From an optimization exercise on the open Yosys and OpenROAD flow, aimed at small area; shortcuts taken in it are not production practice.
Only simulation tests tie the RTL to the original design; equivalence was not proved.
The clock input has no modelled driver; a real chip could not lean on it and would need a root buffer or a full tree.
Power is estimated from default activity; no workload was simulated.

// project1
module project1(
    input clk,
    input rst,
    input [3:0] sedbec_in,
    input [4:0] noise1,
    input start,
    input [15:0] freq,
    output reg [3:0] data_o,
    output reg error1bit,
    output error2bit,
    output errorparity,
    output reg done
);
Size: about 36 I/O pins, ~0.0034 mm² of cells after synthesis.
Settings: LEC_CHECK=0, CAP_MARGIN=20, CORE_MARGIN=2, CORE_UTILIZATION=65, SLEW_MARGIN=20; clock period 5.0 ns.
standard.sh (not shown) runs the stock make flow with config.mk's settings and CLKGATE_MAP_FILE= SYNTH_SCRIPT=/design/flow/synth_recipe.tcl, a recipe that flattens the netlist after the stock synthesis.
==> flow/flow/run.sh <==
#!/bin/bash
# Layout flow:
# 1. the standard synthesis;
# 2. its combinational logic re-mapped by ABC for area (the smallest result
#    of a few ABC scripts is kept). Registers, full adders and the
#    registers' names stay as the standard synthesis made them; full adders
#    whose three inputs are all inverted are flipped first (fa_pol.py);
# 3. the standard layout with buf_1 port buffers and, after CTS, a
#    smaller clock tree (cts_post.tcl: one inverter driving two to five
#    inverters, each driving an equal share of the flip-flops).
# Each step's output goes to its own log file here.
set -euo pipefail
W=$(pwd)
R=$W/orfs/results/$FLOW_PLATFORM/project1/base
LIB=$(ls $FLOW_HOME/platforms/$FLOW_PLATFORM/lib/sky130_fd_sc_hd__tt_025C_1v80.lib)
YOSYS=$(command -v yosys || echo $FLOW_HOME/../tools/install/yosys/bin/yosys)

# 1. standard synthesis
bash standard.sh synth > 1_standard_synth.log 2>&1
cp $R/1_2_yosys.v $W/1_standard.v

# 2. re-map the combinational logic for area
python3 $W/flow/fa_pol.py $W/1_standard.v $W/1_fapol.v > 2_fapol.log 2>&1
# several ABC scripts are tried; the smallest result is kept
best=""; best_area=""
for S in $W/flow/area*.abc; do
  n=$(basename $S .abc)
  cat > $W/reopt_$n.ys <<EOT
read_liberty -ignore_miss_func -overwrite $LIB
read_verilog $W/1_fapol.v
hierarchy -top $FLOW_TOP
setattr -mod -set keep_hierarchy 1 sky130_fd_sc_hd__df* sky130_fd_sc_hd__fa_1 sky130_fd_sc_hd__conb_1
flatten
opt_clean
abc -liberty $LIB -dont_use sky130_fd_sc_hd__lpflow_* -dont_use sky130_fd_sc_hd__probe* -script $S
opt_clean -purge
tee -o $W/2_reopt_$n.stat stat -liberty $LIB
delete sky130_fd_sc_hd__*
write_verilog -noattr -noexpr $W/1_reopt_$n.v
EOT
  $YOSYS -s $W/reopt_$n.ys > 2_reopt_$n.log 2>&1
  a=$(grep "Chip area for top module" $W/2_reopt_$n.stat | awk '{print $NF}')
  echo "$n $a" >> 2_reopt_areas.log
  if [[ -z "$best" ]] || python3 -c "import sys; sys.exit(0 if $a < $best_area else 1)"; then
    best=$n; best_area=$a
  fi
done
echo "kept $best $best_area" >> 2_reopt_areas.log
cp $W/1_reopt_$best.v $W/1_reopt.v
cp $W/1_reopt.v $R/1_2_yosys.v
rm -f $R/1_synth.odb $R/1_synth.sdc
bash standard.sh synth > 3_synth_odb.log 2>&1

# 3. layout
export POST_CTS_TCL=$W/flow/cts_post.tcl
export CLKTREE_SLEW_PS=115
export CLKTREE_CONFIGS="sky130_fd_sc_hd__inv_4:sky130_fd_sc_hd__inv_12:2 sky130_fd_sc_hd__inv_4:sky130_fd_sc_hd__inv_16:2 sky130_fd_sc_hd__inv_4:sky130_fd_sc_hd__inv_12:3 sky130_fd_sc_hd__inv_6:sky130_fd_sc_hd__inv_16:3 sky130_fd_sc_hd__inv_8:sky130_fd_sc_hd__inv_16:4 sky130_fd_sc_hd__inv_8:sky130_fd_sc_hd__inv_16:5"
export CTS_ARGS="-sink_clustering_enable -repair_clock_nets -dont_use_dummy_load -sink_clustering_size 40 -sink_clustering_max_diameter 200 -buf_list {sky130_fd_sc_hd__clkbuf_4 sky130_fd_sc_hd__clkbuf_8}"
bash standard.sh "BUFFER_PORTS_ARGS=-buffer_cell sky130_fd_sc_hd__buf_1" finish > 4_layout.log 2>&1
Other scripts of this flow, unchanged in this note and not shown: flow/flow/area1.abc, flow/flow/area2.abc, flow/flow/area3.abc, flow/flow/area4.abc, flow/flow/cts_post.tcl, flow/flow/fa_pol.py
Change:
--- a/flow/config.mk
+++ b/flow/config.mk
@@ -9,3 +9,3 @@
 export CORE_MARGIN = 2
-export CORE_UTILIZATION = 65
+export CORE_UTILIZATION = 55
 export SLEW_MARGIN = 20
The new run ran to the end with no violations.
Worst setup slack degrades by 0.026 ns.
Register-to-register slack degrades by 0.04 ns.
Die area increases by 17%.
Critical path depth stays the same.
Synthesized cell count stays the same.
Area after synthesis is unchanged.
Final area stays flat.
Final cell count increases by 1.0%.
Hold slack barely changes.
Global-route usage decreases by 3.1 points.
Sequential cell count is unchanged.
Change:
--- a/flow/config.mk
+++ b/flow/config.mk
@@ -7,5 +7,5 @@
 export LEC_CHECK = 0
-export CAP_MARGIN = 20
+export CAP_MARGIN = 0
 export CORE_MARGIN = 2
-export CORE_UTILIZATION = 55
-export SLEW_MARGIN = 20
+export CORE_UTILIZATION = 65
+export SLEW_MARGIN = 0
What happened: Core utilization climbs by 11 points. Power stays flat. Global-route usage grows by 3.1 points. Via count rises by about 2.4%. Die area goes down by 15%. Setup slack improved by 0.026 ns. Sequential power barely changes. Combinational power hardly moves.

==> static timing again, ports no longer ideal <==
No port has a modelled driver above. Below, the same layouts with a new extraction and two added sets of constraints.
Step 1 (the two cells are an assumption about what drives the block):
set clk [get_ports {clk}]
set_driving_cell -lib_cell sky130_fd_sc_hd__clkbuf_16 $clk
set_driving_cell -lib_cell sky130_fd_sc_hd__buf_2 [delete_from_list [all_inputs] $clk]
Step 2 moves the port delays by t, midway between the first and last clock arrival at a register: inputs arrive t later, outputs are due t later. That takes back most of the time a late clock gives input paths.
Slacks: ideal / step 1 / step 2; pairs: ideal / step 1.
| run | t (ns) | setup slack, ns | worst hold slack (ns) | worst register clock-pin slew, ns |
|---|---|---|---|---|
| the first run | 0.243 | 0.941 / 0.947 / 0.703 | 0.471 / 0.471 / 0.471 | 0.10 / 0.10 |
| the second run | 0.252 | 0.916 / 0.924 / 0.673 | 0.471 / 0.471 / 0.471 | 0.10 / 0.10 |
| the third run | 0.243 | 0.941 / 0.947 / 0.703 | 0.471 / 0.471 / 0.471 | 0.10 / 0.10 |
After both steps every run listed still meets setup and hold. The setup slack of the second run, which loses most, moves by +0.008 ns with the drivers and by -0.243 ns with both steps.
